This is an optimization exercise on Yosys and OpenROAD, whose aim is small area, a short achievable clock period and few clock cycles, not a production implementation.
RTL that was checked went through simulation tests only; none was proved equivalent to the original.
Only the layout flow was run in run 8; the RTL was not checked for function there.
The clock port is modelled as an ideal driver; clocking choices that lean on that would not hold on a real chip.
Power figures rest on the tool's default switching activity, not on a simulated workload.

### design/flow/config.mk
export PLATFORM = sky130hd
export DESIGN_NAME = RISC_V
export DESIGN_NICKNAME = RISC_V
export VERILOG_FILES = /design/flow/design.v
export SDC_FILE = /design/flow/constraint.sdc
export NUM_CORES = 4
export LEC_CHECK = 0
export ABC_AREA = 1
export CAP_MARGIN = 20
export CORE_MARGIN = 2
export CORE_UTILIZATION = 40
export SETUP_SLACK_MARGIN = 4.5
export SLEW_MARGIN = 20
### design/flow/constraint.sdc
create_clock -name core_clock -period 8.0 [get_ports {clk}]
set_input_delay 1.6000 -clock core_clock [delete_from_list [all_inputs] [get_ports {clk}]]
set_output_delay 1.6000 -clock core_clock [all_outputs]
set_load 0.01 [all_outputs]
### design/flow/design.v
`timescale 1ns/1ps
module RISC_V(clk, rst, mem_addr, mem_wdata, mem_we, mem_rdata);
    input clk, rst;
    input  [15:0] mem_rdata;
    output [15:0] mem_addr;
    output [15:0] mem_wdata;
    output        mem_we;
    reg  [15:1] fa;         
    reg  [15:0] ir;         
    reg  [7:0]  sa, sb;     
    reg         iv;         
    reg         mem;        
    reg  [15:0] ea;         
    reg  [2:0]  mrd;        
    reg         mst;        
    reg  [15:0] rf [0:7];
    integer k;
    wire [15:0] w      = mem_rdata;
    wire        w_jump = ~mem & (w[14:12] == 3'b100);
    wire        w_pt   = ~mem & (w[14:12] == 3'b011) & w[15];   
    wire [15:1] inc    = w_jump ? {{4{w[15]}}, w[11:1]} :
                         w_pt   ? {{12{w[15]}}, w[9], w[2:1]} : {14'd0, ~mem};
    wire [15:1] fnext  = fa + inc;
    wire [2:0] op  = ir[14:12];
    wire [2:0] f3  = ir[2:0];
    wire       exv = iv & ~mem;
    wire is_r  = (op == 3'b000);
    wire is_l  = (op == 3'b001);
    wire is_s  = (op == 3'b010);
    wire is_b  = (op == 3'b011);
    wire is_i  = (op == 3'b101);
    reg [15:0] a, b;
    always @(*) begin
        a = 16'd0;
        b = 16'd0;
        for (k = 0; k < 8; k = k + 1) begin
            a = a | ({16{sa[k]}} & rf[k]);
            b = b | ({16{sb[k]}} & rf[k]);
        end
    end
    wire [15:0] immI = {{10{ir[15]}}, ir[8:6], ir[2:0]};
    wire [15:0] immS = {{10{ir[15]}}, ir[5:0]};
    wire        sub  = is_b | (is_r & ~f3[2] & (f3[1] | f3[0]));
    wire [15:0] op2  = (is_r | is_b) ? (sub ? ~b : b) : (is_s ? immS : immI);
    wire [15:0] sum  = a + op2 + {15'd0, sub};
    wire        lt   = (a[15] ^ b[15]) ? a[15] : sum[15];
    wire        eq   = (a == b);
    reg [15:0] res;
    always @(*) begin
        if (is_r & (f3 == 3'b111))      res = a & b;
        else if (is_r & (f3 == 3'b110)) res = a | b;
        else if (is_r & (f3 == 3'b010)) res = {15'd0, lt};
        else                            res = sum;
    end
    wire [4:0]  bimm  = {ir[15], ir[15], ir[9], ir[2:1]};         
    wire [4:0]  boff  = ir[15] ? (5'd1 - bimm) : (bimm - 5'd1);
    wire [15:1] alt   = fa + {{10{boff[4]}}, boff};
    wire taken    = ir[11] ? lt : (eq ^ ir[10]);
    wire redirect = exv & is_b & (taken ^ ir[15]);
    wire        ex_we = exv & (is_r | is_i);
    wire        wen   = mem ? ~mst : ex_we;
    wire [2:0]  wa    = mem ? mrd : ir[11:9];
    wire [15:0] wd    = mem ? mem_rdata : res;
    always @(posedge clk)
        if (wen) rf[wa] <= wd;
    always @(posedge clk or posedge rst) begin
        if (rst) begin
            fa  <= 15'd0;
            iv  <= 1'b0;
            mem <= 1'b0;
        end else begin
            mem <= exv & (is_l | is_s);
            fa <= ({15{redirect}} & alt) | ({15{~redirect}} & fnext);
            if (~mem)
                iv <= ~redirect;
        end
    end
    wire keep_b = mem | (exv & is_s);
    always @(posedge clk) begin
        if (~mem)
            ir <= w;
        for (k = 0; k < 8; k = k + 1) begin
            sa[k] <= mem ? (ir[5:3] == k) : (w[5:3] == k);
            sb[k] <= keep_b ? (ir[8:6] == k) : (w[8:6] == k);
        end
        ea  <= sum;
        mrd <= ir[11:9];
        mst <= is_s;
    end
    assign mem_addr  = mem ? ea : {fa, 1'b0};
    assign mem_wdata = b;
    assign mem_we    = mem & mst;
endmodule
### design/flow/flow/run.sh
#!/bin/bash
# The standard layout (standard.sh) with three changes:
# - synthesis leaves adders to ABC instead of mapping them onto the
#   library's full/half-adder cells (ADDER_MAP_FILE empty); the registers
#   are the standard synthesis's;
# - plain buffers on the ports (buffer_ports otherwise picks delay cells);
# - after the post-CTS timing repair, a downsizing pass that keeps the setup slack at or above SETUP_SLACK_MARGIN.
# Full tool output goes to standard.log.
set -e
export FLOW_FLOW_DIR=$PWD/flow
export ADDER_MAP_FILE=
export BUFFER_PORTS_ARGS="-buffer_cell sky130_fd_sc_hd__buf_1"
export POST_CTS_TCL=$FLOW_FLOW_DIR/post_cts.tcl
bash standard.sh > standard.log 2>&1
### design/flow/flow/area_recover.tcl
# Greedy area recovery: try each sized-up cell at smaller drive strengths of
# the same cell (same footprint) and keep the smallest one that leaves the
# worst setup slack at or above the margin (or where it was, if lower), and
# keeps every pin at least 20% inside its max-slew and max-capacitance
# limits (or no worse than before). Clock-tree cells are left alone.
proc area_recover { margin } {
  set dont_use {}
  if { [info exists ::env(DONT_USE_CELLS)] } { set dont_use $::env(DONT_USE_CELLS) }
  set wns0 [sta::worst_slack_cmd max]
  set limit [expr { min($margin * 1e-9, $wns0) }]
  set slew_lim [expr { min(0.2 * [sta::max_slew_check_limit], [sta::max_slew_check_slack]) }]
  set cap_lim [expr { min(0.2 * [sta::max_capacitance_check_limit], [sta::max_capacitance_check_slack]) }]
  puts "area_recover: worst slack $wns0, keeping it at or above $limit"
  set n 0
  set insts {}
  foreach inst [get_cells *] {
    set cell [get_property $inst ref_name]
    if { ![regexp {^(sky130_fd_sc_hd__[a-z0-9]+)_([0-9]+)$} $cell -> base drive] } { continue }
    if { [regexp {clk|dly|tap|fill|decap|diode} $base] } { continue }
    if { $drive == 0 } { continue }
    lappend insts [list $inst $base $drive $cell]
  }
  foreach rec $insts {
    lassign $rec inst base drive cell
    set cands {}
    foreach lc [get_lib_cells ${base}_*] {
      set name [get_name $lc]
      if { ![regexp "^${base}_(\[0-9\]+)\$" $name -> d] } { continue }
      if { $d >= $drive } { continue }
      set skip 0
      foreach p $dont_use { if { [string match $p $name] } { set skip 1 } }
      if { $skip } { continue }
      lappend cands [list $d $name]
    }
    set cands [lsort -integer -index 0 $cands]
    foreach c $cands {
      set name [lindex $c 1]
      replace_cell $inst $name
      if { [sta::worst_slack_cmd max] >= $limit
           && [sta::max_slew_check_slack] >= $slew_lim
           && [sta::max_capacitance_check_slack] >= $cap_lim } {
        incr n
        break
      }
      replace_cell $inst $cell
    }
  }
  puts "area_recover: resized $n cells, worst slack [sta::worst_slack_cmd max]"
}
### design/flow/flow/post_cts.tcl
# After CTS and its timing repair: give back the drive strength that repair
# added where the setup slack stays at or above the repair margin, then
# legalize the placement again.
source $::env(FLOW_FLOW_DIR)/area_recover.tcl
area_recover $::env(SETUP_SLACK_MARGIN)
detailed_placement
check_placement -verbose
### design/flow/standard.sh
#!/bin/bash
# synth_recipe.tcl (not shown) runs the flow's synth.tcl, then flattens the netlist and writes it again
# the make line also repeats each setting of config.mk as NAME=value (left out here)
make -C /OpenROAD-flow-scripts/flow DESIGN_CONFIG=/design/flow/config.mk WORK_HOME=/design/flow/orfs CLKGATE_MAP_FILE= SYNTH_SCRIPT=/design/flow/synth_recipe.tcl "${@:-finish}"
==> results of run 1 <==
stage by stage:
stage | total power [W] | cell area, µm² | hold slack, ps | instances
5_1_grt | 0.00697 | 13500 | 456 | 2064
3_5_place_dp | 0.00542 | 12300 | 418 | 1990
2_1_floorplan | 0.00434 | 11900 | 381 | 1596
6_report | 0.00650 | 13500 | 431 | 2064
3_3_place_gp | 0.00539 | 12300 | 397 | 1990
cell type report:
class / instances / area (µm²)
Clock buffer: 17 / 425
Clock inverter: 15 / 160
Fill cell: 2935 / 15900
Inverter: 145 / 571
Multi-Input combinational cell: 1204 / 5780
Sequential cell: 197 / 5500
Tap cell: 390 / 488
Timing Repair Buffer: 94 / 543
Timing Repair inverter: 2 / 13.8
path summary, 6_finish.rpt:
path                       startpoint             to  slack (ps)  cells past startpoint
min                            ir[10]         mrd[1]         430                      0
min in group asynchronous         rst          fa[8]        1250                      2
min reg2reg                    ir[10]         mrd[1]         430                      0
max                             sb[0]  mem_wdata[15]        4600                      4
max in group asynchronous         rst          fa[5]        6280                      2
max reg2reg                       mem       rf[7][3]        4620                      7
registers in the layout, summed over array words and instances, names as in the netlist:
signal and flops:
sb 8, ir 16, mst 1, sa 8, ea 16, rf 128
mem 1, fa 15, mrd 3, iv 1
synth_stat cells (3+ instances only):
cell	n	area, µm²
a21oi_1	38	190
a22o_1	7	61.3
a31oi_1	3	18.8
and2_1	4	25.0
buf_2	21	105
buf_6	13	146
clkbuf_1	15	56.3
dfrtp_1	17	425
dfxtp_1	36	721
edfxtp_1	144	4320
inv_1	132	495
inv_2	10	37.5
nand2_1	670	2510
nand2_2	14	87.6
nand2_4	3	33.8
nand2b_1	3	18.8
nand3_1	66	330
nand3_2	5	50.1
nand4_1	39	244
nor2_1	151	567
nor2_2	4	25.0
nor3_1	10	50.1
nor4_1	4	25.0
o211ai_1	11	82.6
o21ai_0	71	355
o21ai_1	6	30.0
o221ai_1	3	26.3
o22ai_1	3	18.8
o41ai_1	4	35.0
or2_2	7	43.8
xnor2_1	15	131
xor2_1	34	298
worst max-delay path, delay by kind of cell, from the launching register on:
family | cells | cell delay (ps)
AO/OA/AOI/OAI | 2 | 460
buffers and inverters | 1 | 240
flip-flops | 1 | 470
AND/OR/NAND/NOR | 1 | 200
power breakdown:
group / leakage, nW / total, W / switching, W / internal [W]
logic: 3.96 / 0.00356 / 0.00253 / 0.00103
registers: 1.83 / 0.00210 / 0.000316 / 0.00178
clock network: 0.295 / 0.000850 / 0.000422 / 0.000427
routing by layer:
layer  vias up  routed length, µm  GRT usage [%]
met5         -                  0              0
met4         0               1560           11.0
met3        82               2550           3.53
met2       428              18200           40.8
met1      5179              16600           32.6
li1       5317                  -              -
kinds of logic (layout without fill, tap and decap cells):
family	count (synthesis)	count (layout)	share of synthesized area (%)
and+or+nand+nor	986	990	34.5
buffers and inverters	199	273	7.54
DFF	197	197	46.1
AOI/OAI and AO/OA	164	164	8.19
xor gates and xnor gates	49	49	3.62
muxes	1	1	0.0844
==> summary.txt, run 1 <==
register bit total from synthesis 197; worst setup margin 4600 ps; WS Path Type reg -> out; IO Count 51; fin crit share a little over two fifths; synthesis-to-layout area growth 13.6%; worst slew pin tran about 1100 ps; number of flops mapped to enable cells by yosys 144; CTS tree built; IO buf count 50; Placer Congestion roughly 0.94; fin crit period 3400 ps; achievable clock frequency 0.294 GHz; num rows 63; Clock Skews approximately 28 ps; initial antenna violation count 0; final hold violations 0; Async SR Flop Fraction 8.63%; CP cell instances a22o_1 > a21oi_1 > nand3_2 > buf_1; clk latency of the worst-skew pair 450 ps; Ys Warns 1; Num Clock Sinks around 200; total wire length 38900 µm; DRC violations left 0; clock slew at reported path FFs 80 ps; syn nets 1614; vias in the first global route 10200; initial cell density of the core slightly above 40%; Data arrival, critical path 1800 ps; Pre-Repair DR Iteration Count 5; Synth cell types 56; synthesized cell area 0.0119 mm²; total gr overflow 0; Min-Delay Path Class reg -> reg; Tot GR Track Use around 25%; PwrDens 483 mW/mm²; Seq/Total Area, Yosys 46.1%; syn avg cell area 7.43 µm²; vias per cell roughly 5.3; share of cells above drive strength 1 11.0%; Chip Width approximately 180 µm; Die H around 180 µm; first-pass GRT wire length 57900 µm; Syn Inst Count 1596; diode count 0; setup TNS 0 ps; pin count of the biggest net entering global routing 75; startpoint types flip-flop; critical-path maximum fanout 16; top_reg_cell synth edfxtp_1; Finish-stage setup viols 0; commonest non-fill, non-tap cell in the layout nand2_1; unrepaired setup endpoints after global routing true; slew margin rel. 27.5%; die area 0.0310 mm²; Finished Core Util 45.8%; Core Footprint 0.0294 mm²; via count 11000; Leakage 6.09 nW; Max Cap Violations 0; initial DRC count 1053; nets between 1500 and 2000; largest stage delay on the critical path 470 ps; ANT nets after route 0; DR WL/cell 18.8 µm; CP Capture Type primary output; Max VDD drop 0.000165 V; Final HPWL DP 26700 µm; pre-CTS setup slack 3870 ps; most frequent cells in the layout nand2_1, nor2_1, edfxtp_1, inv_1, nand3_1; Critical Path RT around 6400 ps; slowest CP cell dfxtp_2; Slew Viols, Final 0; status finished clean
Testbench counts, summed over its fixed seeds: cycles 40,390.
==> inputs of run 2 (changes only) <==
--- a/design/flow/config.mk
+++ b/design/flow/config.mk
@@ -9,5 +9,5 @@
 export CAP_MARGIN = 20
 export CORE_MARGIN = 2
 export CORE_UTILIZATION = 40
-export SETUP_SLACK_MARGIN = 4.5
+export SETUP_SLACK_MARGIN = 4.6
 export SLEW_MARGIN = 20
==> run 2 against run 1 <==
Clock power is 11% lower; die area stayed put; routed wire length is 0.27% higher.
==> summary.txt, run 2 <==
initial cell density of the core 40.3% (unchanged); GRT busiest layer met2 (unchanged); Post-Synth Simple-Gate Area 34.5% (unchanged); Min-Delay Path Class reg -> reg (unchanged); top cells by count, synth nand2_1, nor2_1, edfxtp_1 (unchanged); startpoint types primary input (was flip-flop); Max Cap Violations 0 (unchanged); top_reg_cell synth edfxtp_1 (unchanged); top cell type's share of synthesized area 36.5% (unchanged); fillcell total 2895 (was 2935); IO buf count 50 (unchanged); fin crit share 42.3% (was 42.5%); Core Footprint 0.0294 mm² (unchanged); final hold violations 0 (unchanged); post-synthesis mux area share 0.0844% (unchanged); ANT nets after route 0 (unchanged); initial antenna violation count 0 (unchanged); WS Path Type in -> reg (was reg -> out); fin crit period 3390 ps (was 3400 ps); synthesis-to-layout area growth 15.2% (was 13.6%); total wire length 39000 µm (was 38900 µm); top cell type by total area after synthesis edfxtp_1 (unchanged); placed inst area 0.0124 mm² (was 0.0123 mm²); CTS tree built (unchanged); Max VDD drop 0.000200 V (was 0.000165 V); unrepaired setup endpoints after global routing true (unchanged); Placer Congestion 0.951 (was 0.936); Int Power 0.00332 W (was 0.00324 W); Synth cell types 56 (unchanged); vias per cell 5.31 (was 5.33); Top reg by flops rf (unchanged); Ys Warns 1 (unchanged); WHS 419 ps (was 431 ps); most frequent cells in the layout nand2_1, edfxtp_1, nor2_1, inv_1, nand3_1 (was nand2_1, nor2_1, edfxtp_1, inv_1, nand3_1); share of cells above drive strength 1 13.1% (was 11.0%); worst slew pin tran 981 ps (was 1090 ps); Slew Viols, Final 0 (unchanged); DRC violations left 0 (unchanged); first-pass GRT wire length 57600 µm (was 57900 µm); Switching Power 0.00328 W (was 0.00326 W); top-count cell post-synth nand2_1 (unchanged); Critical Path RT 8390 ps (was 6400 ps); post-synthesis xor/xnor area fraction 3.62% (unchanged); design area 0.0137 mm² (was 0.0135 mm²); via count 11100 (was 11000); num rows 63 (unchanged); achievable clock frequency 0.295 GHz (was 0.294 GHz); GR Layer Usage met2 41.7% (was 40.8%); CP Capture Type flip-flop (was primary output); Seq/Total Area, Yosys 46.1% (unchanged); pre-CTS setup slack 3960 ps (was 3870 ps); syn nets 1614 (unchanged); nets 1700 (was 1679); largest family of logic cells by synthesized area simple AND/OR/NAND/NOR gates (unchanged); critical-path maximum fanout 7 (was 16); PwrDens 483 mW/mm² (about the same); IO Count 51 (unchanged); Clk pwr share 11.4% (was 13.1%); Synth Area in Adders 0% (unchanged); GR met3 Demand/Resource 2.78% (was 3.53%); DR WL/cell 18.7 µm (was 18.8 µm); setup TNS 0 ps (unchanged); Async SR Flop Fraction 8.63% (unchanged); die area 0.0310 mm² (unchanged); register bit total from synthesis 197 (unchanged); status finished clean (unchanged); switching portion of total power 49.7% (was 50.2%); Flop pwr share 31.8% (was 32.3%); clk latency of the worst-skew pair 450 ps (about the same); Num Clock Sinks 197 (unchanged); vias in the first global route 10100 (was 10200); met1 Usage GRT 31.9% (was 32.6%); biggest regs rf: 128 flops, ea: 16 flops, ir: 16 flops (unchanged); total gr overflow 0 (unchanged); max FFs per register 128 (unchanged); number of flops mapped to enable cells by yosys 144 (unchanged); pin count of the biggest net entering global routing 75 (unchanged); synthesized cell area 0.0119 mm² (unchanged); initial DRC count 1068 (was 1053); diode count 0 (unchanged); slew margin rel. 34.6% (was 27.5%); Syn Inst Count 1596 (unchanged); clock slew at reported path FFs 70 ps (was 80 ps); worst setup margin 4610 ps (was 4600 ps); Chip Width 176 µm (unchanged); Finish-stage setup viols 0 (unchanged); Data arrival, critical path 3770 ps (was 1800 ps); synth top area cells edfxtp_1, nand2_1, dfxtp_1 (unchanged); combinational share of power 56.8% (was 54.7%); Tot GR Track Use 24.8% (about the same); Pre-Repair DR Iteration Count 5 (unchanged); Tot Pwr 0.00659 W (was 0.00650 W); Die H 176 µm (unchanged); Clock Skews 21.0 ps (was 27.7 ps); compound-gate portion of the synthesized area 8.19% (unchanged); syn avg cell area 7.43 µm² (unchanged); Final HPWL DP 26600 µm (was 26700 µm); Leakage 6.17 nW (was 6.09 nW); commonest non-fill, non-tap cell in the layout nand2_1 (unchanged)
==> run 2: cell counts after synthesis <==
Identical to the previous run, type by type.
==> run 2: path summary, 6_finish.rpt <==
check                      cells after the start     end  slack (ps)           from
max                                           19  fa[12]        4610  mem_rdata[13]
min                                            0  mrd[1]         420         ir[10]
max reg2reg                                   25   fa[4]        4690          ir[2]
min reg2reg                                    0  mrd[1]         420         ir[10]
max in group asynchronous                      2  fa[15]        6330            rst
min in group asynchronous                      2   fa[6]        1220            rst
==> run 2: cells by family after synthesis <==
family / count (synthesis)
flip-flops: 197
multiplexers: 1
AO/OA/AOI/OAI: 164
buffers and inverters: 199
AND/OR/NAND/NOR: 986
XOR/XNOR: 49
==> run 2: critical path, stage by stage <==
cell and delay (ps):
buf_6 100, nor2_4 110, nand2_2 80, nor2_4 160, clkinv_4 150, buf_6 170
o21ai_4 150, or2_4 170, nand2_4 60, nor2_4 100, inv_2 60, nor3_2 190
a21oi_2 100, o21ai_2 170, nand2_1 80, nand2_1 70, xnor2_1 110, nand2_1 70
nand2_1 60
==> run 2: layout make-up <==
type | count | area [µm²] | area share (%)
multi-input cells | 1202 | 5880 | 43.0
flip-flops and latches | 197 | 5510 | 40.3
repair buffers | 118 | 723 | 5.29
inverters | 145 | 563 | 4.12
well taps | 390 | 488 | 3.57
clock buffers | 18 | 429 | 3.14
clock inverters | 11 | 58.8 | 0.431
repair inverters | 1 | 7.51 | 0.0550
==> run 2: per-stage QoR <==
step / utilization, % / instances
after detailed placement: 42.1 / 1995
after floorplan: - / 1596
after global placement: 42.1 / 1995
after global routing: 46.5 / 2082
final: 46.5 / 2082
==> run 2: power by group through the flow <==
stage | Sequential (W) | Clock (W) | Combinational, W
3_3_place_gp | 0.00210 | 0 | 0.00329
3_5_place_dp | 0.00210 | 0 | 0.00331
2_1_floorplan | 0.00190 | 0 | 0.00246
6_report | 0.00210 | 0.000753 | 0.00375
5_1_grt | 0.00212 | 0.000794 | 0.00411
==> run 2: per-layer routing <==
| layer | up-vias | wire length [µm] |
|---|---|---|
| met3 | 102 | 2400 |
| li1 | 5342 | - |
| met4 | 0 | 1760 |
| met2 | 454 | 18700 |
| met5 | - | 0 |
| met1 | 5162 | 16100 |
==> inputs of run 3 (changes only) <==
--- a/design/flow/config.mk
+++ b/design/flow/config.mk
@@ -8,6 +8,6 @@
 export ABC_AREA = 1
 export CAP_MARGIN = 20
 export CORE_MARGIN = 2
-export CORE_UTILIZATION = 40
-export SETUP_SLACK_MARGIN = 4.6
+export CORE_UTILIZATION = 55
+export SETUP_SLACK_MARGIN = 4.4
 export SLEW_MARGIN = 20
==> run 3 against run 2 <==
Still clean on timing, DRC and antenna; combinational power shrank 7.5%; sequential cell count unchanged; first-iteration DRC count up 21%; clock power up 9.7%; die area down 27%; routed wire length decreased by 3.4%; setup slack got worse by 95 ps; via count is 2.4% lower; hold slack worse by 9.5 ps; register-to-register slack lost 110 ps; sequential share of layout area up 2.1 points; critical path type is now reg -> out; critical endpoint is now mem_wdata[15].
==> summary.txt, run 3 <==
Data arrival, critical path 1880 ps (was 3770 ps); diode count 0 (unchanged); CTS tree built (unchanged); initial DRC count 1288 (was 1068); Seq/Total Area, Yosys 46.1% (unchanged); DRC violations left 0 (unchanged); max FFs per register 128 (unchanged); clock slew at reported path FFs 70 ps (about the same); clk latency of the worst-skew pair 440 ps (was 450 ps); total gr overflow 0 (unchanged); Post-Synth Simple-Gate Area 34.5% (unchanged); vias per cell 5.60 (was 5.31); vias in the first global route 9658 (was 10100); Slew Viols, Final 0 (unchanged); CP cell instances clkbuf_4 > nand2_1 > nand2_1 > a221oi_1 > nand3_1 > buf_1 (was buf_6 > nor2_4 > nand2_2 > nor2_4 > clkinv_4 > buf_6 > o21ai_4 > or2_4 > nand2_4 > nor2_4 > inv_2 > nor3_2 > a21oi_2 > o21ai_2 > nand2_1 > nand2_1 > xnor2_1 > nand2_1 > nand2_1); synthesized cell area 0.0119 mm² (unchanged); synth top area cells edfxtp_1, nand2_1, dfxtp_1 (unchanged); first-pass GRT wire length 55400 µm (was 57600 µm); Chip Width 151 µm (was 176 µm); hold depth 0 (unchanged); critical-path maximum fanout 16 (was 7); Critical Path RT 6400 ps (was 8390 ps); initial cell density of the core 56.2% (was 40.3%); fin crit period 3480 ps (was 3390 ps); Tot Pwr 0.00634 W (was 0.00659 W); nets 1657 (was 1700); Synth cell types 56 (unchanged); largest stage delay on the critical path 300 ps (was 190 ps); register bit total from synthesis 197 (unchanged); Tot GR Track Use 33.4% (was 24.8%); WS Path Type reg -> out (was in -> reg); synthesis-to-layout area growth 9.07% (was 15.2%); IO Count 51 (unchanged); CP Capture Type primary output (was flip-flop); number of flops mapped to enable cells by yosys 144 (unchanged); top_reg_cell synth edfxtp_1 (unchanged); achievable clock frequency 0.287 GHz (was 0.295 GHz); Die H 151 µm (was 176 µm); Syn Inst Count 1596 (unchanged); Top reg by flops rf (unchanged); die area 0.0228 mm² (was 0.0310 mm²); combinational share of power 54.7% (was 56.8%); slowest CP cell dfxtp_1 (was nor3_2); Placer Congestion 0.957 (was 0.951); Clock Skews 30.9 ps (was 21.0 ps); share of cells above drive strength 1 7.08% (was 13.1%); compound-gate portion of the synthesized area 8.19% (unchanged); Placed Instances 1881 (was 1995); cell depth of the worst flop-to-flop path 23 (was 25); WP buf/inv 2 (was 4); PwrDens 490 mW/mm² (was 483 mW/mm²); via count 10800 (was 11100); post-synthesis mux area share 0.0844% (unchanged); commonest non-fill, non-tap cell in the layout nand2_1 (unchanged); most used cell, CP nand2_1 (unchanged); unrepaired setup endpoints after global routing true (unchanged); total wire length 37600 µm (was 39000 µm); Pre-Repair DR Iteration Count 6 (was 5); Flop pwr share 32.3% (was 31.8%); biggest regs rf: 128 flops, ea: 16 flops, ir: 16 flops (unchanged); pin count of the biggest net entering global routing 74 (was 75); Ys Warns 1 (unchanged); top cell type by total area after synthesis edfxtp_1 (unchanged); startpoint types flip-flop (was primary input); Synth Area in Adders 0% (unchanged); Switching Power 0.00319 W (was 0.00328 W); setup TNS 0 ps (unchanged); largest family of logic cells by synthesized area simple AND/OR/NAND/NOR gates (unchanged); Max VDD drop 0.000199 V (was 0.000200 V); Int Power 0.00315 W (was 0.00332 W); fin crit share 43.5% (was 42.3%); Num Clock Sinks 197 (unchanged); num rows 53 (was 63); initial antenna violation count 0 (unchanged); status finished clean (unchanged); top cells by count, synth nand2_1, nor2_1, edfxtp_1 (unchanged); top cell type's share of synthesized area 36.5% (unchanged); Min-Delay Path Class reg -> reg (unchanged); IO buf count 50 (unchanged); syn nets 1614 (unchanged); syn avg cell area 7.43 µm² (unchanged); Finished Core Util 61.4% (was 46.5%); final cell count without fillers 1927 (was 2082); Max Cap Violations 0 (unchanged); most frequent cells in the layout nand2_1, inv_1, nor2_1, edfxtp_1, nand3_1 (was nand2_1, edfxtp_1, nor2_1, inv_1, nand3_1); Final HPWL DP 26700 µm (was 26600 µm); Core Footprint 0.0211 mm² (was 0.0294 mm²); Clk pwr share 13.0% (was 11.4%); CP Depth 6 (was 19); slew margin rel. 28.8% (was 34.6%); delay-heaviest family, CP buffers and inverters (was simple AND/OR/NAND/NOR gates); Async SR Flop Fraction 8.63% (unchanged); top-count cell post-synth nand2_1 (unchanged); DR WL/cell 19.5 µm (was 18.7 µm); Leakage 5.97 nW (was 6.17 nW); final hold violations 0 (unchanged); Finish-stage setup viols 0 (unchanged); worst slew pin tran 1070 ps (was 981 ps); post-synthesis xor/xnor area fraction 3.62% (unchanged); ANT nets after route 0 (unchanged); switching portion of total power 50.3% (was 49.7%)
run 3: final cells by class:
class / instances / area (µm²)
clock buffers: 17 / 425
clock inverters: 15 / 145
fillers: 1963 / 8150
inverters: 145 / 559
multi-input cells: 1202 / 5600
flip-flops and latches: 197 / 5490
well taps: 275 / 344
repair buffers: 75 / 372
repair inverters: 1 / 5.00
run 3: worst register-to-register path, stage by stage (launching register included):
cell	delay (ps)
edfxtp_1	420
buf_4	170
nand3_4	130
nand2_4	90
inv_1	230
nand3_1	240
nand3_1	170
nand2_2	120
nand2_1	160
inv_1	100
nand2_1	60
nor2_1	40
nand2_1	90
nand2_1	110
nand2_1	130
nand3_1	100
nand3_1	110
nand2_1	130
nand2_2	130
nand2_1	90
nand2_4	180
nand3_4	160
nand2_1	130
nand2_1	50
run 3: worst paths after layout:
path	from	to	slack [ps]
max	sb[4]	mem_wdata[15]	4520
max reg2reg	ir[13]	fa[5]	4580
min in group asynchronous	rst	mem	1260
max in group asynchronous	rst	iv	6260
min	ir[10]	mrd[1]	410
min reg2reg	ir[10]	mrd[1]	410
run 3: through the flow:
stage / instance area, µm² / setup WS, ps / hold slack, ps
floorplan: 11900 / 4420 / 381
global route: 12900 / 4330 / 423
global placement: 12200 / 3770 / 390
detailed placement: 12200 / 3740 / 396
finish: 12900 / 4520 / 410
run 3: power groups by stage:
stage          Combinational [W]  Clock, W  Sequential (W)
2_1_floorplan            0.00244         0         0.00190
3_3_place_gp             0.00334         0         0.00205
3_5_place_dp             0.00336         0         0.00205
5_1_grt                  0.00384  0.000872         0.00207
6_report                 0.00347  0.000826         0.00205
run 3: cells by family (layout without fill, tap and decap cells):
group | count (synthesis) | count (layout)
flops | 197 | 197
compound gates | 164 | 164
buf+inv | 199 | 253
simple gates | 986 | 988
xor+xnor | 49 | 49
mux | 1 | 1
run 3: routing by layer:
metal | track usage [%] | wire length (µm)
met3 | 5.93 | 3540
met5 | 0 | 0
met4 | 11.5 | 993
met1 | 47.2 | 16100
met2 | 52.4 | 17000
==> inputs of run 4 (changes only) <==
--- a/design/flow/config.mk
+++ b/design/flow/config.mk
@@ -8,6 +8,6 @@
 export ABC_AREA = 1
 export CAP_MARGIN = 20
 export CORE_MARGIN = 2
-export CORE_UTILIZATION = 55
+export CORE_UTILIZATION = 50
 export SETUP_SLACK_MARGIN = 4.4
 export SLEW_MARGIN = 20
==> run 4 against run 3 <==
Highest routed layer unchanged; largest power group unchanged; sequential share of layout area decreased by 0.79 points; first-iteration DRC count fell by 17%; final area rose by 2.2%; area after synthesis unchanged; critical endpoint is now rf[4][6]; sequential cell count unchanged.
==> summary.txt, run 4 <==
synthesis-to-layout area growth 11.4% (was 9.07%); Reg area 0.00550 mm² (was 0.00549 mm²); commonest non-fill, non-tap cell in the layout nand2_1 (unchanged); r2r endpoint rf[4][6] (was fa[5]); top cells by count, synth nand2_1, nor2_1, edfxtp_1 (unchanged); placed inst area 0.0122 mm² (about the same); DR WL/cell 19.5 µm (about the same); Async SR Flop Fraction 8.63% (unchanged); cell depth of the worst flop-to-flop path 20 (was 23); Data arrival, critical path 3670 ps (was 1880 ps); Finish-stage setup viols 0 (unchanged); slew margin rel. 43.0% (was 28.8%); most frequent cells in the layout nand2_1, nor2_1, edfxtp_1, inv_1, nand3_1 (was nand2_1, inv_1, nor2_1, edfxtp_1, nand3_1); fillcell total 2310 (was 1963); Clock Skews 43.5 ps (was 30.9 ps); unrepaired setup endpoints after global routing true (unchanged); worst slew pin tran 852 ps (was 1070 ps); Chip Width 158 µm (was 151 µm); status finished clean (unchanged); syn nets 1614 (unchanged); area of the multi-input gates 0.00566 mm² (was 0.00560 mm²); via count 10900 (was 10800); Leakage 6.05 nW (was 5.97 nW); CTS tree built (unchanged); final hold violations 0 (unchanged); top-count cell post-synth nand2_1 (unchanged); Final HPWL DP 27200 µm (was 26700 µm); CP Capture Type flip-flop (was primary output); num rows 56 (was 53); WS Path Type reg -> reg (was reg -> out); diode count 0 (unchanged); Max Cap Violations 0 (unchanged); Min-Delay Path Class reg -> reg (unchanged); Synth cell types 56 (unchanged); min-delay src ir[10] (unchanged); initial antenna violation count 0 (unchanged); top_reg_cell synth edfxtp_1 (unchanged); syn avg cell area 7.43 µm² (unchanged); DRC violations left 0 (unchanged); nets 1674 (was 1657); first-pass GRT wire length 56500 µm (was 55400 µm); achievable clock frequency 0.284 GHz (was 0.287 GHz); hold depth 0 (unchanged); fin crit share 44.1% (was 43.5%); max FFs per register 128 (unchanged); vias per cell 5.46 (was 5.60); R2R Setup Slk 4470 ps (was 4580 ps); final cell count without fillers 1988 (was 1927); IO Count 51 (unchanged); total wire length 38800 µm (was 37600 µm); fin crit period 3530 ps (was 3480 ps); synthesized cell area 0.0119 mm² (unchanged); Num Clock Sinks 197 (unchanged); total gr overflow 0 (unchanged); IO buf count 50 (unchanged); worst r2r src ir[13] (unchanged); Placed Instances 1925 (was 1881); Syn Inst Count 1596 (unchanged); critical-path maximum fanout 8 (was 16); Seq/Total Area, Yosys 46.1% (unchanged); clk latency of the worst-skew pair 440 ps (about the same); Top reg by flops rf (unchanged); Tot GR Track Use 30.8% (was 33.4%); Die H 158 µm (was 151 µm); ANT nets after route 0 (unchanged); Core Footprint 0.0234 mm² (was 0.0211 mm²); top cell type's share of synthesized area 36.5% (unchanged); synth top area cells edfxtp_1, nand2_1, dfxtp_1 (unchanged); PwrDens 486 mW/mm² (was 490 mW/mm²); setup TNS 0 ps (unchanged); Critical Path RT 8150 ps (was 6400 ps); register bit total from synthesis 197 (unchanged); top cell type by total area after synthesis edfxtp_1 (unchanged); biggest regs rf: 128 flops, ea: 16 flops, ir: 16 flops (unchanged); startpoint types flip-flop (unchanged); Pre-Repair DR Iteration Count 6 (unchanged); Max VDD drop 0.000203 V (was 0.000199 V); Slew Viols, Final 0 (unchanged); Ys Warns 1 (unchanged); Placer Congestion 0.959 (was 0.957); design area 0.0132 mm² (was 0.0129 mm²); number of flops mapped to enable cells by yosys 144 (unchanged); clock slew at reported path FFs 80 ps (was 70 ps); pin count of the biggest net entering global routing 75 (was 74); initial cell density of the core 50.7% (was 56.2%); Tot Pwr 0.00642 W (was 0.00634 W); Hold Path Sink mrd[1] (unchanged); vias in the first global route 9791 (was 9658); die area 0.0250 mm² (was 0.0228 mm²); initial DRC count 1072 (was 1288); share of cells above drive strength 1 8.63% (was 7.08%)
==> run 4: cell count changes in the layout (fill, tap and decap cells not counted), moves of 4 or more <==
cell	delta
o21ai_0	-4
dfxtp_2	-6
dfxtp_4	+6
inv_1	-4
buf_4	+13
==> run 4: final cells by class <==
cell class / count / share of cell area (%)
multi-input cells: 1204 / 42.8
well taps: 319 / 3.02
clock inverters: 14 / 1.10
clock buffers: 18 / 3.25
flip-flops and latches: 197 / 41.6
repair buffers: 91 / 3.91
inverters: 145 / 4.29
==> run 4: worst max-delay path, stage by stage, from the launching register on <==
cell,delay (ps)
edfxtp_1,450
buf_4,180
nand3_4,120
nand2_4,100
clkinvlp_4,100
buf_12,140
nand2_1,110
nand3_1,150
nor2_1,70
o21ai_2,180
nand2_1,90
nand2_2,130
nand2_1,60
nand2_1,90
nand2_1,120
nand2_1,130
xor2_1,240
nand2_1,130
o211ai_1,130
nand2_1,130
o21ai_1,400
==> run 4: how the worst max path moves through the flow <==
stage	slack (ps)	startpoint	cells after the start	end
global placement	3700	mem_rdata[13]	16	fa[14]
floorplan	4420	mem_rdata[12]	19	fa[15]
finish	4470	ir[13]	20	rf[4][6]
global route	4370	ir[14]	26	fa[8]
detailed placement	3690	mem_rdata[13]	16	fa[14]
==> run 4: report_power, final <==
group	internal [W]	switching, W	total [W]
Combinational	0.000988	0.00256	0.00355
Sequential	0.00178	0.000272	0.00206
Clock	0.000411	0.000412	0.000823
Total	0.00318	0.00324	0.00642
==> run 4: layer usage <==
metal / wire length [µm] / track usage (%) / vias up
met5: 0 / 0 / -
met4: 1010 / 10.3 / 0
met3: 3210 / 4.30 / 70
met2: 18100 / 50.5 / 452
met1: 16500 / 42.2 / 5027
li1: - / - / 5309
==> run 4: cell families (layout without fill, tap and decap cells) <==
family                 Yosys count  in the layout  share of synthesized area (%)
AND/OR/NAND/NOR                986            990                           34.5
XOR/XNOR                        49             49                           3.62
buffers and inverters          199            268                           7.54
AO/OA/AOI/OAI                  164            164                           8.19
flip-flops                     197            197                           46.1
multiplexers                     1              1                         0.0844
==> run 4: metrics by stage <==
stage	util (%)	hold WS (ps)	setup WS, ps
2_1_floorplan	-	381	4420
3_3_place_gp	52.2	416	3700
3_5_place_dp	52.2	423	3690
5_1_grt	56.5	474	4370
6_report	56.5	454	4470
==> inputs of run 5 (changes only) <==
--- a/design/flow/config.mk
+++ b/design/flow/config.mk
@@ -8,6 +8,6 @@
 export ABC_AREA = 1
 export CAP_MARGIN = 20
 export CORE_MARGIN = 2
-export CORE_UTILIZATION = 50
+export CORE_UTILIZATION = 40
 export SETUP_SLACK_MARGIN = 4.4
 export SLEW_MARGIN = 20
==> run 5 against run 4 <==
Sequential power about the same; maximum frequency increased by 0.43%; final area decreased by 0.73%; total power decreased by 1.6%; clock-buffer cell count unchanged; hold slack got worse by 30 ps; first-iteration DRC count decreased by 9.0%; non-clock buffer count decreased by 7; critical endpoint is now mem_wdata[15]; largest cell class unchanged.
==> summary.txt, run 5 <==
IO buf count 50 (unchanged); initial cell density of the core 40.3% (was 50.7%); ANT nets after route 0 (unchanged); Placer Congestion 0.931 (was 0.959); Die H 176 µm (was 158 µm); Core Footprint 0.0294 mm² (was 0.0234 mm²); status finished clean (unchanged); clock slew at reported path FFs 60 ps (was 80 ps); top-count cell post-synth nand2_1 (unchanged); fin crit share 43.9% (was 44.1%); vias per cell 5.26 (was 5.46); Chip Width 176 µm (was 158 µm); compound-gate portion of the synthesized area 8.19% (unchanged); initial DRC count 976 (was 1072); pre-CTS setup slack 3780 ps (was 3690 ps); worst setup margin 4490 ps (was 4470 ps); initial antenna violation count 0 (unchanged); biggest regs rf: 128 flops, ea: 16 flops, ir: 16 flops (unchanged); Finish-stage setup viols 0 (unchanged); vias in the first global route 9845 (was 9791); slowest CP cell dfxtp_2 (was edfxtp_1); CTS tree built (unchanged); Pre-Repair DR Iteration Count 5 (was 6); top cell type's share of synthesized area 36.5% (unchanged); share of cells above drive strength 1 7.77% (was 8.63%); clk latency of the worst-skew pair 450 ps (was 440 ps); Seq/Total Area, Yosys 46.1% (unchanged); Syn Inst Count 1596 (unchanged); pin count of the biggest net entering global routing 75 (unchanged); synthesized cell area 0.0119 mm² (unchanged); Max Cap Violations 0 (unchanged); register bit total from synthesis 197 (unchanged); worst slew pin tran 836 ps (was 852 ps); delay-heaviest family, CP flip-flops (was simple AND/OR/NAND/NOR gates); Min-Delay Path Class reg -> reg (unchanged); Max VDD drop 0.000171 V (was 0.000203 V); CP Capture Type primary output (was flip-flop); critical-path maximum fanout 16 (was 8); top cells by count, synth nand2_1, nor2_1, edfxtp_1 (unchanged); final hold violations 0 (unchanged); Finished Core Util 44.6% (was 56.5%); max FFs per register 128 (unchanged); Ys Warns 1 (unchanged); Slew Viols, Final 0 (unchanged); WHS 424 ps (was 454 ps); WP buf/inv 1 (was 3); Synth cell types 56 (unchanged); Top reg by flops rf (unchanged); top_reg_cell synth edfxtp_1 (unchanged); nets 1666 (was 1674); Final HPWL DP 26400 µm (was 27200 µm); total wire length 38000 µm (was 38800 µm); Leakage 5.98 nW (was 6.05 nW); post-synthesis xor/xnor area fraction 3.62% (unchanged); post-synthesis mux area share 0.0844% (unchanged); Num Clock Sinks 197 (unchanged); placed inst area 0.0123 mm² (was 0.0122 mm²); Clock Skews 25.6 ps (was 43.5 ps); Critical Path RT 6400 ps (was 8150 ps); DR WL/cell 18.5 µm (was 19.5 µm); Post-Synth Simple-Gate Area 34.5% (unchanged); total gr overflow 0 (unchanged); num rows 63 (was 56); via count 10800 (was 10900); largest family of logic cells by synthesized area simple AND/OR/NAND/NOR gates (unchanged); achievable clock frequency 0.285 GHz (was 0.284 GHz); number of flops mapped to enable cells by yosys 144 (unchanged); Tot GR Track Use 24.3% (was 30.8%); first-pass GRT wire length 56700 µm (was 56500 µm); startpoint types flip-flop (unchanged); synth top area cells edfxtp_1, nand2_1, dfxtp_1 (unchanged); synthesis-to-layout area growth 10.6% (was 11.4%); WS Path Type reg -> out (was reg -> reg); fin crit period 3510 ps (was 3530 ps); Synth Area in Adders 0% (unchanged); largest stage delay on the critical path 690 ps (was 450 ps); top cell type by total area after synthesis edfxtp_1 (unchanged); design area 0.0131 mm² (was 0.0132 mm²); unrepaired setup endpoints after global routing true (unchanged); DRC violations left 0 (unchanged); diode count 0 (unchanged); slew margin rel. 44.2% (was 43.0%); PwrDens 482 mW/mm² (was 486 mW/mm²); commonest non-fill, non-tap cell in the layout nand2_1 (unchanged); CP cell instances a22o_1 > a21oi_1 > nand3_1 > buf_1 (was buf_4 > nand3_4 > nand2_4 > clkinvlp_4 > buf_12 > nand2_1 > nand3_1 > nor2_1 > o21ai_2 > nand2_1 > nand2_2 > nand2_1 > nand2_1 > nand2_1 > nand2_1 > xor2_1 > nand2_1 > o211ai_1 > nand2_1 > o21ai_1); die area 0.0310 mm² (was 0.0250 mm²); syn nets 1614 (unchanged); most frequent cells in the layout nand2_1, nor2_1, edfxtp_1, inv_1, nand3_1 (unchanged); IO Count 51 (unchanged); Data arrival, critical path 1910 ps (was 3670 ps); syn avg cell area 7.43 µm² (unchanged); Async SR Flop Fraction 8.63% (unchanged); setup TNS 0 ps (unchanged)
==> run 5: cell counts after synthesis <==
No cell type changed its count.
==> run 5: report_power, final <==
| part | leakage, nW | switching, W | internal [W] |
|---|---|---|---|
| combinational | 3.88 | 0.00249 | 0.000989 |
| clock | 0.271 | 0.000375 | 0.000391 |
| sequential | 1.83 | 0.000294 | 0.00178 |
==> run 5: cell families (layout without fill, tap and decap cells) <==
kind of cell           count (synthesis)  count (layout)
XOR/XNOR                              49              49
buffers and inverters                199             261
multiplexers                           1               1
flip-flops                           197             197
AO/OA/AOI/OAI                        164             164
AND/OR/NAND/NOR                      986             989
==> run 5: area by class of cell <==
type,instances,area [µm²]
Fill cell,2999,16300
Multi-Input combinational cell,1203,5620
Sequential cell,197,5490
Inverter,145,567
Tap cell,390,488
Timing Repair Buffer,84,449
Clock buffer,18,429
Clock inverter,14,82.6
==> run 5: per-stage QoR <==
step                total power, W  std cells
floorplan                  0.00433       1596
global placement           0.00539       1992
detailed placement         0.00542       1992
global route               0.00680       2051
finish                     0.00632       2051
==> run 5: final timing paths <==
kind,end,slack [ps],startpoint,cells past startpoint
max,mem_wdata[15],4490,sb[1],4
min,mrd[1],420,ir[10],0
max reg2reg,rf[7][0],4600,ir[13],18
min reg2reg,mrd[1],420,ir[10],0
max in group asynchronous,fa[13],6340,rst,2
min in group asynchronous,mem,1220,rst,2
==> run 5: per-layer routing <==
layer  wire [µm]  track usage [%]  part of all wire, %
met5           0                0                    0
met1       16400             32.1                   43
met3        2390             3.55                  6.3
met4        1370             10.3                  3.6
met2       17800             39.9                   47
==> inputs of run 6 (changes only) <==
--- a/design/flow/config.mk
+++ b/design/flow/config.mk
@@ -9,5 +9,6 @@
 export CAP_MARGIN = 20
 export CORE_MARGIN = 2
 export CORE_UTILIZATION = 40
+export PLACE_DENSITY = 0.7
 export SETUP_SLACK_MARGIN = 4.4
 export SLEW_MARGIN = 20
==> run 6 against run 5 <==
Critical path depth rose by 2; clock-buffer cell count down 1; largest cell class unchanged; first-iteration DRC count increased by 14%; maximum frequency down 0.11%; synthesized cell count unchanged; cell count decreased by 0.68%; clock skew rose by 4.0 ps; clock power increased by 2%; sequential share of layout area grew 0.57 points; critical endpoint is now rf[0][2]; hold slack lost 5.3 ps.
==> summary.txt, run 6 <==
PwrDens 481 mW/mm² (was 482 mW/mm²); unrepaired setup endpoints after global routing true (unchanged); Final HPWL DP 25500 µm (was 26400 µm); slowest CP cell buf_1 (was dfxtp_2); critical-path maximum fanout 26 (was 16); Top reg by flops rf (unchanged); Clock Skews 29.6 ps (was 25.6 ps); Max Cap Violations 0 (unchanged); design area 0.0130 mm² (was 0.0131 mm²); IO buf count 50 (unchanged); Core Footprint 0.0294 mm² (unchanged); delay-heaviest family, CP buffers and inverters (was flip-flops); commonest non-fill, non-tap cell in the layout nand2_1 (unchanged); total gr overflow 0 (unchanged); pin count of the biggest net entering global routing 74 (was 75); startpoint types flip-flop (unchanged); Async SR Flop Fraction 8.63% (unchanged); Data arrival, critical path 3580 ps (was 1910 ps); vias per cell 5.35 (was 5.26); Seq/Total Area, Yosys 46.1% (unchanged); combinational share of power 54.0% (was 55.1%); max FFs per register 128 (unchanged); Tot GR Track Use 23.4% (was 24.3%); num rows 63 (unchanged); share of cells above drive strength 1 6.38% (was 7.77%); clk latency of the worst-skew pair 450 ps (about the same); switching portion of total power 49.9% (was 50.0%); initial antenna violation count 0 (unchanged); top cell type's share of synthesized area 36.5% (unchanged); synth top area cells edfxtp_1, nand2_1, dfxtp_1 (unchanged); top cell type by total area after synthesis edfxtp_1 (unchanged); synthesized cell area 0.0119 mm² (unchanged); fin crit share 43.9% (about the same); syn nets 1614 (unchanged); Flop pwr share 33.5% (was 32.8%); Min-Delay Path Class reg -> reg (unchanged); total wire length 36700 µm (was 38000 µm); Placer Congestion 0.938 (was 0.931); placed inst area 0.0123 mm² (about the same); synthesis-to-layout area growth 9.54% (was 10.6%); Critical Path RT 8060 ps (was 6400 ps); Num Clock Sinks 197 (unchanged); Switching Power 0.00312 W (was 0.00316 W); top-count cell post-synth nand2_1 (unchanged); most frequent cells in the layout nand2_1, nor2_1, edfxtp_1, inv_1, nand3_1 (unchanged); biggest regs rf: 128 flops, ea: 16 flops, ir: 16 flops (unchanged); top cells by count, synth nand2_1, nor2_1, edfxtp_1 (unchanged); worst slew pin tran 1310 ps (was 836 ps); IO Count 51 (unchanged); fin crit period 3510 ps (about the same); first-pass GRT wire length 55700 µm (was 56700 µm); status finished clean (unchanged); die area 0.0310 mm² (unchanged); DR WL/cell 18.0 µm (was 18.5 µm); via count 10900 (was 10800); syn avg cell area 7.43 µm² (unchanged); setup TNS 0 ps (unchanged); clock slew at reported path FFs 70 ps (was 60 ps); ANT nets after route 0 (unchanged); CP Capture Type flip-flop (was primary output); DRC violations left 0 (unchanged); initial DRC count 1117 (was 976); Finish-stage setup viols 0 (unchanged); WS Path Type reg -> reg (was reg -> out); final hold violations 0 (unchanged); slew margin rel. 12.3% (was 44.2%); Leakage 5.90 nW (was 5.98 nW); Int Power 0.00313 W (was 0.00316 W); diode count 0 (unchanged); Syn Inst Count 1596 (unchanged); CTS tree built (unchanged); Ys Warns 1 (unchanged); Pre-Repair DR Iteration Count 5 (unchanged); achievable clock frequency 0.285 GHz (about the same); top_reg_cell synth edfxtp_1 (unchanged); Max VDD drop 0.000241 V (was 0.000171 V); largest stage delay on the critical path 760 ps (was 690 ps); vias in the first global route 10100 (was 9845); Die H 176 µm (unchanged); Synth cell types 56 (unchanged); nets 1652 (was 1666); register bit total from synthesis 197 (unchanged); number of flops mapped to enable cells by yosys 144 (unchanged); Slew Viols, Final 0 (unchanged); Chip Width 176 µm (unchanged); WP buf/inv 3 (was 1); Clk pwr share 12.5% (was 12.1%); initial cell density of the core 40.3% (unchanged); CP cell instances inv_1 > clkbuf_2 > o21ai_0 > nand3_1 > nor2_1 > buf_1 (was a22o_1 > a21oi_1 > nand3_1 > buf_1)
[run 6: cell counts after synthesis]
Identical to the previous run, type by type.
[run 6: power groups by stage]
stage	Combinational (W)	Clock (W)	Sequential, W
floorplan	0.00244	0	0.00190
global placement	0.00322	0	0.00209
global route	0.00376	0.000833	0.00212
finish	0.00338	0.000785	0.00210
detailed placement	0.00327	0	0.00210
[run 6: path summary, 6_finish.rpt]
kind,cells after the start,slack [ps],startpoint,to
worst max-delay path,6,4490,mem,rf[0][2]
worst min-delay path,0,420,ir[10],mrd[1]
worst max register to register,6,4490,mem,rf[0][2]
worst min register to register,0,420,ir[10],mrd[1]
max in group asynchronous,2,6280,rst,fa[12]
min in group asynchronous,2,1230,rst,iv
[run 6: logic make-up (layout without fill, tap and decap cells)]
family / count (synthesis) / in the layout / share of synthesized area, %
mux: 1 / 1 / 0.0844
compound gates: 164 / 164 / 8.19
simple gates: 986 / 988 / 34.5
buf+inv: 199 / 248 / 7.54
flops: 197 / 197 / 46.1
xor+xnor: 49 / 49 / 3.62
[run 6: worst reg2reg max path: stages, from the launching register on]
cell and delay [ps]:
dfrtp_1 360, inv_1 40, clkbuf_2 420, o21ai_0 730, nand3_1 190, nor2_1 620
buf_1 760
[run 6: final cells by class]
type                            instances  area (µm²)
Clock buffer                           17         425
Tap cell                              390         488
Multi-Input combinational cell       1202        5550
Clock inverter                         15         105
Fill cell                            2948       16400
Timing Repair Buffer                   71         352
Inverter                              145         563
Sequential cell                       197        5510
[run 6: metrics by stage]
stage | util, % | worst slack [ps] | std cells | power, W | hold WS [ps]
floorplan | - | 4420 | 1596 | 0.00433 | 381
global placement | 41.7 | 3870 | 1992 | 0.00531 | 407
detailed placement | 41.7 | 3820 | 1992 | 0.00537 | 404
global route | 44.2 | 4220 | 2037 | 0.00671 | 439
finish | 44.2 | 4490 | 2037 | 0.00626 | 419
[run 6: layer usage]
layer | vias to the layer above | track usage [%] | share of wire [%]
met5 | - | 0 | 0
met4 | 0 | 12.2 | 5.3
met3 | 119 | 3.40 | 6.7
met2 | 467 | 38.9 | 47
met1 | 5057 | 29.8 | 41
li1 | 5248 | - | -
==> inputs of run 7 (changes only) <==
--- a/design/flow/config.mk
+++ b/design/flow/config.mk
@@ -9,6 +9,5 @@
 export CAP_MARGIN = 20
 export CORE_MARGIN = 2
 export CORE_UTILIZATION = 40
-export PLACE_DENSITY = 0.7
-export SETUP_SLACK_MARGIN = 4.4
+export SETUP_SLACK_MARGIN = 4.35
 export SLEW_MARGIN = 20
==> run 7 against run 6 <==
Die area unchanged; setup slack improved by 39 ps; sequential cell count unchanged; non-clock buffer count increased by 8; sequential power about the same; routed wire length increased by 3.5%; clock-buffer cell count increased by 1; sequential share of layout area decreased by 0.28 points; combinational power increased by 2%; global-route usage increased by 0.82 points; largest power group unchanged; final area increased by 0.31%.
==> summary.txt, run 7 <==
top cell type's share of synthesized area 36.5% (unchanged); Ys Warns 1 (unchanged); PwrDens 482 mW/mm² (was 481 mW/mm²); Final HPWL DP 26400 µm (was 25500 µm); largest stage delay on the critical path 680 ps (was 760 ps); final hold violations 0 (unchanged); Top reg by flops rf (unchanged); clk latency of the worst-skew pair 450 ps (about the same); Post-Synth Simple-Gate Area 34.5% (unchanged); cell depth of the worst flop-to-flop path 22 (was 6); register bit total from synthesis 197 (unchanged); Hold Path Sink mrd[1] (unchanged); critical-path maximum fanout 16 (was 26); fin crit period 3480 ps (was 3510 ps); Synth Area in Adders 0% (unchanged); IO Count 51 (unchanged); max FFs per register 128 (unchanged); WS Path Type reg -> out (was reg -> reg); top cells by count, synth nand2_1, nor2_1, edfxtp_1 (unchanged); initial antenna violation count 0 (unchanged); Reg area 0.00549 mm² (was 0.00551 mm²); synthesized cell area 0.0119 mm² (unchanged); compound-gate portion of the synthesized area 8.19% (unchanged); synth top area cells edfxtp_1, nand2_1, dfxtp_1 (unchanged); Tot GR Track Use 24.3% (was 23.4%); fillcell total 3007 (was 2948); Synth cell types 56 (unchanged); Max Cap Violations 0 (unchanged); Max VDD drop 0.000190 V (was 0.000241 V); CP cell instances a22o_1 > a21oi_1 > nand3_1 > buf_1 (was inv_1 > clkbuf_2 > o21ai_0 > nand3_1 > nor2_1 > buf_1); pin count of the biggest net entering global routing 75 (was 74); most frequent cells in the layout nand2_1, nor2_1, edfxtp_1, inv_1, nand3_1 (unchanged); startpoint types flip-flop (unchanged); slowest CP cell dfxtp_2 (was buf_1); Num Clock Sinks 197 (unchanged); DRC violations left 0 (unchanged); slew margin rel. 43.9% (was 12.3%); top_reg_cell synth edfxtp_1 (unchanged); share of cells above drive strength 1 7.01% (was 6.38%); commonest non-fill, non-tap cell in the layout nand2_1 (unchanged); fin crit share 43.4% (was 43.9%); Seq/Total Area, Yosys 46.1% (unchanged); total gr overflow 0 (unchanged); via count 10800 (was 10900); vias in the first global route 9845 (was 10100); post-synthesis mux area share 0.0844% (unchanged); Critical Path RT 6400 ps (was 8060 ps); Data arrival, critical path 1880 ps (was 3580 ps); r2r endpoint fa[14] (was rf[0][2]); worst slew pin tran 841 ps (was 1310 ps); diode count 0 (unchanged); num rows 63 (unchanged); design area 0.0130 mm² (about the same); Placer Congestion 0.931 (was 0.938); synthesis-to-layout area growth 9.87% (was 9.54%); Leakage 5.94 nW (was 5.90 nW); largest family of logic cells by synthesized area simple AND/OR/NAND/NOR gates (unchanged); nets 1660 (was 1652); top-count cell post-synth nand2_1 (unchanged); Finished Core Util 44.3% (was 44.2%); Clock Skews 24.1 ps (was 29.6 ps); Slew Viols, Final 0 (unchanged); R2R Setup Slk 4570 ps (was 4490 ps); Core Footprint 0.0294 mm² (unchanged); die area 0.0310 mm² (unchanged); total wire length 38000 µm (was 36700 µm); top cell type by total area after synthesis edfxtp_1 (unchanged); IO buf count 50 (unchanged); initial cell density of the core 40.3% (unchanged); achievable clock frequency 0.288 GHz (was 0.285 GHz); post-synthesis xor/xnor area fraction 3.62% (unchanged); Min-Delay Path Class reg -> reg (unchanged); syn avg cell area 7.43 µm² (unchanged); setup TNS 0 ps (unchanged); status finished clean (unchanged); CTS tree built (unchanged); biggest regs rf: 128 flops, ea: 16 flops, ir: 16 flops (unchanged); ANT nets after route 0 (unchanged); DR WL/cell 18.6 µm (was 18.0 µm); number of flops mapped to enable cells by yosys 144 (unchanged); Pre-Repair DR Iteration Count 5 (unchanged); Die H 176 µm (unchanged); Async SR Flop Fraction 8.63% (unchanged); placed inst area 0.0123 mm² (about the same); Syn Inst Count 1596 (unchanged); hold depth 0 (unchanged); syn nets 1614 (unchanged); CP Capture Type primary output (was flip-flop); clock slew at reported path FFs 60 ps (was 70 ps); first-pass GRT wire length 56700 µm (was 55700 µm); area of the multi-input gates 0.00559 mm² (was 0.00555 mm²); unrepaired setup endpoints after global routing true (unchanged); min-delay src ir[10] (unchanged); vias per cell 5.26 (was 5.35); initial DRC count 905 (was 1117); Chip Width 176 µm (unchanged); Finish-stage setup viols 0 (unchanged); worst r2r src ir[13] (was mem)
-- run 7: cell counts after synthesis --
Identical to the previous run, type by type.
-- run 7: area by class of cell --
cell class	instances	area share (%)
multi-input combinational	1202	42.9
clock buffer	18	3.29
timing repair buffer	79	3.00
inverter	145	4.30
tap	390	3.74
sequential	197	42.1
clock inverter	14	0.634
-- run 7: worst max-delay path, delay by kind of cell (launching register included) --
kind                   cells  cell delay [ps]
flip-flops                 1              680
buffers and inverters      1              290
AO/OA/AOI/OAI              2              250
AND/OR/NAND/NOR            1              230
-- run 7: routing by layer --
metal	routed length, µm	global-route usage, %	vias to the layer above
li1	-	-	5263
met1	16300	32.1	4957
met2	17800	39.9	458
met3	2590	3.55	86
met4	1320	10.3	0
met5	0	0	-
-- run 7: logic make-up after synthesis --
family          after synthesis
flops                       197
buf+inv                     199
compound gates              164
xor+xnor                     49
simple gates                986
mux                           1
-- run 7: report_power, final --
group,internal [W],switching (W)
clock network,0.000391,0.000373
logic,0.000968,0.00248
registers,0.00178,0.000293
-- run 7: worst max-delay path by stage --
stage,startpoint,end,cells after the start
2_1_floorplan,mem_rdata[12],fa[15],19
3_3_place_gp,mem_rdata[12],fa[12],19
3_5_place_dp,mem_rdata[12],fa[15],22
5_1_grt,mem_rdata[12],fa[15],20
6_report,sb[1],mem_wdata[15],4
-- run 7: stage by stage --
step	total power [W]	hold slack [ps]	setup slack, ps	instances
finish	0.00629	423	4520	2045
global route	0.00677	430	4280	2045
detailed placement	0.00542	401	3780	1992
global placement	0.00539	404	3840	1992
floorplan	0.00433	381	4420	1596
==> inputs of run 8 (changes only) <==
--- a/design/flow/design.v
+++ b/design/flow/design.v
@@ -13,6 +13,7 @@
     reg  [15:0] ea;         
     reg  [2:0]  mrd;        
     reg         mst;        
+    reg  [15:0] wdata;      
     reg  [15:0] rf [0:7];
     integer k;
     wire [15:0] w      = mem_rdata;
@@ -75,7 +76,7 @@
                 iv <= ~redirect;
         end
     end
-    wire keep_b = mem | (exv & is_s);
+    wire keep_b = mem;
     always @(posedge clk) begin
         if (~mem)
             ir <= w;
@@ -84,10 +85,11 @@
             sb[k] <= keep_b ? (ir[8:6] == k) : (w[8:6] == k);
         end
         ea  <= sum;
+        wdata <= b;
         mrd <= ir[11:9];
         mst <= is_s;
     end
     assign mem_addr  = mem ? ea : {fa, 1'b0};
-    assign mem_wdata = b;
+    assign mem_wdata = wdata;
     assign mem_we    = mem & mst;
 endmodule
--- a/design/flow/config.mk
+++ b/design/flow/config.mk
@@ -9,5 +9,5 @@
 export CAP_MARGIN = 20
 export CORE_MARGIN = 2
 export CORE_UTILIZATION = 40
-export SETUP_SLACK_MARGIN = 4.35
+export SETUP_SLACK_MARGIN = 4.4
 export SLEW_MARGIN = 20
==> run 8 against run 7 <==
Core utilization up 1.1 points; maximum frequency grew 0.34%; hold slack is essentially flat; still clean; non-clock buffer count up 2; sequential share of layout area up 0.94 points; total power up 1.5%.
==> summary.txt, run 8 <==
Leakage 6.17 nW (was 5.94 nW); fin crit period 3460 ps (was 3480 ps); DR WL/cell 18.9 µm (was 18.6 µm); Pre-Repair DR Iteration Count 5 (unchanged); Min-Delay Path Class reg -> reg (unchanged); syn avg cell area 7.60 µm² (was 7.43 µm²); post-synthesis mux area share 0.0821% (was 0.0844%); total wire length 39200 µm (was 38000 µm); WP buf/inv 4 (was 1); Core Footprint 0.0298 mm² (was 0.0294 mm²); Max Cap Violations 0 (unchanged); Data arrival, critical path 3880 ps (was 1880 ps); Num Clock Sinks 213 (was 197); compound-gate portion of the synthesized area 8.44% (was 8.19%); syn nets 1623 (was 1614); share of cells above drive strength 1 6.77% (was 7.01%); clock slew at reported path FFs 60 ps (about the same); Synth Area in Adders 0% (unchanged); vias in the first global route 10100 (was 9845); Finish-stage setup viols 0 (unchanged); max FFs per register 128 (unchanged); CTS tree built (unchanged); top_reg_cell synth edfxtp_1 (unchanged); Top reg by flops rf (unchanged); fin crit share 43.3% (was 43.4%); WHS 424 ps (was 423 ps); Slew Viols, Final 0 (unchanged); top cell type's share of synthesized area 35.5% (was 36.5%); CP Depth 18 (was 4); slew margin rel. 31.5% (was 43.9%); commonest non-fill, non-tap cell in the layout nand2_1 (unchanged); initial antenna violation count 0 (unchanged); delay-heaviest family, CP simple AND/OR/NAND/NOR gates (was flip-flops); unrepaired setup endpoints after global routing true (unchanged); CP cell instances buf_1 > nor2_1 > nand2_1 > nor2_1 > inv_2 > o21ai_0 > nor2_1 > inv_1 > nand2_1 > nor2_1 > inv_1 > nor3_1 > a21oi_1 > o21ai_1 > a21oi_1 > xor2_1 > nand2_1 > nand2_1 (was a22o_1 > a21oi_1 > nand3_1 > buf_1); register bit total from synthesis 213 (was 197); num rows 63 (unchanged); Worst setup endpoint fa[12] (was mem_wdata[15]); Post-Synth Simple-Gate Area 33.5% (was 34.5%); status finished clean (unchanged); cell depth of the worst flop-to-flop path 9 (was 22); Syn Inst Count 1605 (was 1596); total gr overflow 0 (unchanged); r2r endpoint rf[4][2] (was fa[14]); DRC violations left 0 (unchanged); synth top area cells edfxtp_1, nand2_1, dfxtp_1 (unchanged); setup TNS 0 ps (unchanged); Critical Path RT 8410 ps (was 6400 ps); initial cell density of the core 40.9% (was 40.3%); startpoint types primary input (was flip-flop); largest stage delay on the critical path 360 ps (was 680 ps); CP Launch Point mem_rdata[12] (was sb[1]); IO Count 51 (unchanged); Final HPWL DP 26700 µm (was 26400 µm); first-pass GRT wire length 57800 µm (was 56700 µm); Chip Width 179 µm (was 176 µm); PwrDens 471 mW/mm² (was 482 mW/mm²); Tot GR Track Use 24.4% (was 24.3%); Ys Warns 1 (unchanged); achievable clock frequency 0.289 GHz (was 0.288 GHz); die area 0.0319 mm² (was 0.0310 mm²); top cells by count, synth nand2_1, nor2_1, edfxtp_1 (unchanged); Die H 179 µm (was 176 µm); number of flops mapped to enable cells by yosys 144 (unchanged); Synth cell types 60 (was 56); final hold violations 0 (unchanged); nets 1683 (was 1660); synthesis-to-layout area growth 11.0% (was 9.87%); WS Path Type in -> reg (was reg -> out); ANT nets after route 0 (unchanged); CP Capture Type flip-flop (was primary output); worst r2r src ir[12] (was ir[13]); IO buf count 50 (unchanged); worst slew pin tran 1020 ps (was 841 ps); pin count of the biggest net entering global routing 74 (was 75); critical-path maximum fanout 12 (was 16); R2R Setup Slk 4600 ps (was 4570 ps); diode count 0 (unchanged); Finished Core Util 45.4% (was 44.3%); clk latency of the worst-skew pair 520 ps (was 450 ps); via count 10900 (was 10800); most frequent cells in the layout nand2_1, nor2_1, inv_1, edfxtp_1, o21ai_0 (was nand2_1, nor2_1, edfxtp_1, inv_1, nand3_1); top cell type by total area after synthesis edfxtp_1 (unchanged); Max VDD drop 0.000234 V (was 0.000190 V); synthesized cell area 0.0122 mm² (was 0.0119 mm²); Clock Skews 22.8 ps (was 24.1 ps); top-count cell post-synth nand2_1 (unchanged); Placer Congestion 0.902 (was 0.931); largest family of logic cells by synthesized area simple AND/OR/NAND/NOR gates (unchanged); vias per cell 5.28 (was 5.26); Seq/Total Area, Yosys 47.5% (was 46.1%); Async SR Flop Fraction 7.98% (was 8.63%); post-synthesis xor/xnor area fraction 3.38% (was 3.62%); slowest CP cell o21ai_0 (was dfxtp_2); initial DRC count 902 (was 905)
run 8: changes by cell type in the layout (fill, tap and decap cells not counted), sizes merged, moves of 3 or more:
cell	change
a221oi	+3
or2	+4
nor2	-4
nand3	-14
a22o	-3
o221ai	-3
o211ai	+4
o21ai	+3
clkbuf	+12
nor3	+4
clkinv	+5
dfxtp	+16
run 8: cells by family after synthesis:
kind of cell / Yosys count
AO/OA/AOI/OAI: 172
XOR/XNOR: 47
buffers and inverters: 198
flip-flops: 213
multiplexers: 1
AND/OR/NAND/NOR: 974
run 8: final cells by class:
class                   instances  area, µm²
multi-input cells            1195       5480
repair buffers                 81        415
flip-flops and latches        213       5830
clock buffers                  28        647
well taps                     390        488
clock inverters                17       97.6
inverters                     149        577
fillers                      3012      16300
run 8: stage by stage:
step | instance area (µm²) | instances | total power (W) | setup slack [ps]
final | 13500 | 2073 | 0.00638 | 4540
after global routing | 13500 | 2073 | 0.00684 | 4280
after global placement | 12700 | 2008 | 0.00527 | 3930
after detailed placement | 12700 | 2008 | 0.00529 | 3860
after floorplan | 12200 | 1605 | 0.00426 | 4460
run 8: worst min-delay path by stage:
| stage | from | to | slack, ps | depth (start not counted) |
|---|---|---|---|---|
| floorplan | ir[10] | mrd[1] | 380 | 0 |
| global placement | ir[10] | mrd[1] | 390 | 0 |
| detailed placement | ir[10] | mrd[1] | 410 | 0 |
| global route | ir[10] | mrd[1] | 430 | 0 |
| finish | ir[11] | mrd[2] | 420 | 0 |
run 8: per-layer routing:
layer  routed length (µm)  vias up  track usage, %
met1                16600     5081            32.0
li1                     -     5335               -
met2                18100      438            40.7
met5                    0        -               0
met3                 2770       92            3.28
met4                 1690        0            9.62
run 8: power breakdown:
part,internal [W],leakage [nW],switching (W),total (W)
combinational,0.000900,3.83,0.00228,0.00318
clock,0.000593,0.373,0.000446,0.00104
sequential,0.00187,1.97,0.000289,0.00216

==> what the ideal ports hide <==
The flow's constraints put no driver on any port. The routed layouts listed below were extracted and timed again, unchanged, in two steps. Step 1: set_driving_cell puts a clkbuf_16 on clk and a buf_2 on each other input, an assumption about the parent block. Step 2, shift: input delay + t, output delay - t, t = (earliest + latest rising clock arrival at the registers) / 2. This alone moves slack from input paths to output paths. a / b / c = ideal / step 1 / step 2; a / b = the first two.
| run | t (ns) | slack for setup (ns) | worst setup path after step 2 | worst register clock-pin slew, ns |
|---|---|---|---|---|
| run 1 | 0.488 | 4.598 / 4.547 / 4.147 | input to register | 0.09 / 0.09 |
| run 2 | 0.483 | 4.614 / 4.629 / 4.145 | input to register | 0.08 / 0.08 |
| run 3 | 0.478 | 4.520 / 4.470 / 4.151 | input to register | 0.09 / 0.09 |
| run 4 | 0.472 | 4.475 / 4.475 / 4.136 | input to register | 0.09 / 0.09 |
| run 5 | 0.481 | 4.490 / 4.441 / 4.146 | input to register | 0.08 / 0.08 |
| run 6 | 0.483 | 4.486 / 4.486 / 4.099 | input to register | 0.08 / 0.08 |
| run 7 | 0.482 | 4.525 / 4.477 / 4.095 | input to register | 0.08 / 0.08 |
| run 8 | 0.564 | 4.537 / 4.538 / 3.998 | input to register | 0.06 / 0.06 |
After both steps setup and hold are still met in every run listed. The setup slack of run 8, which loses most, moves by +0.001 ns with the drivers and by -0.539 ns with both steps.
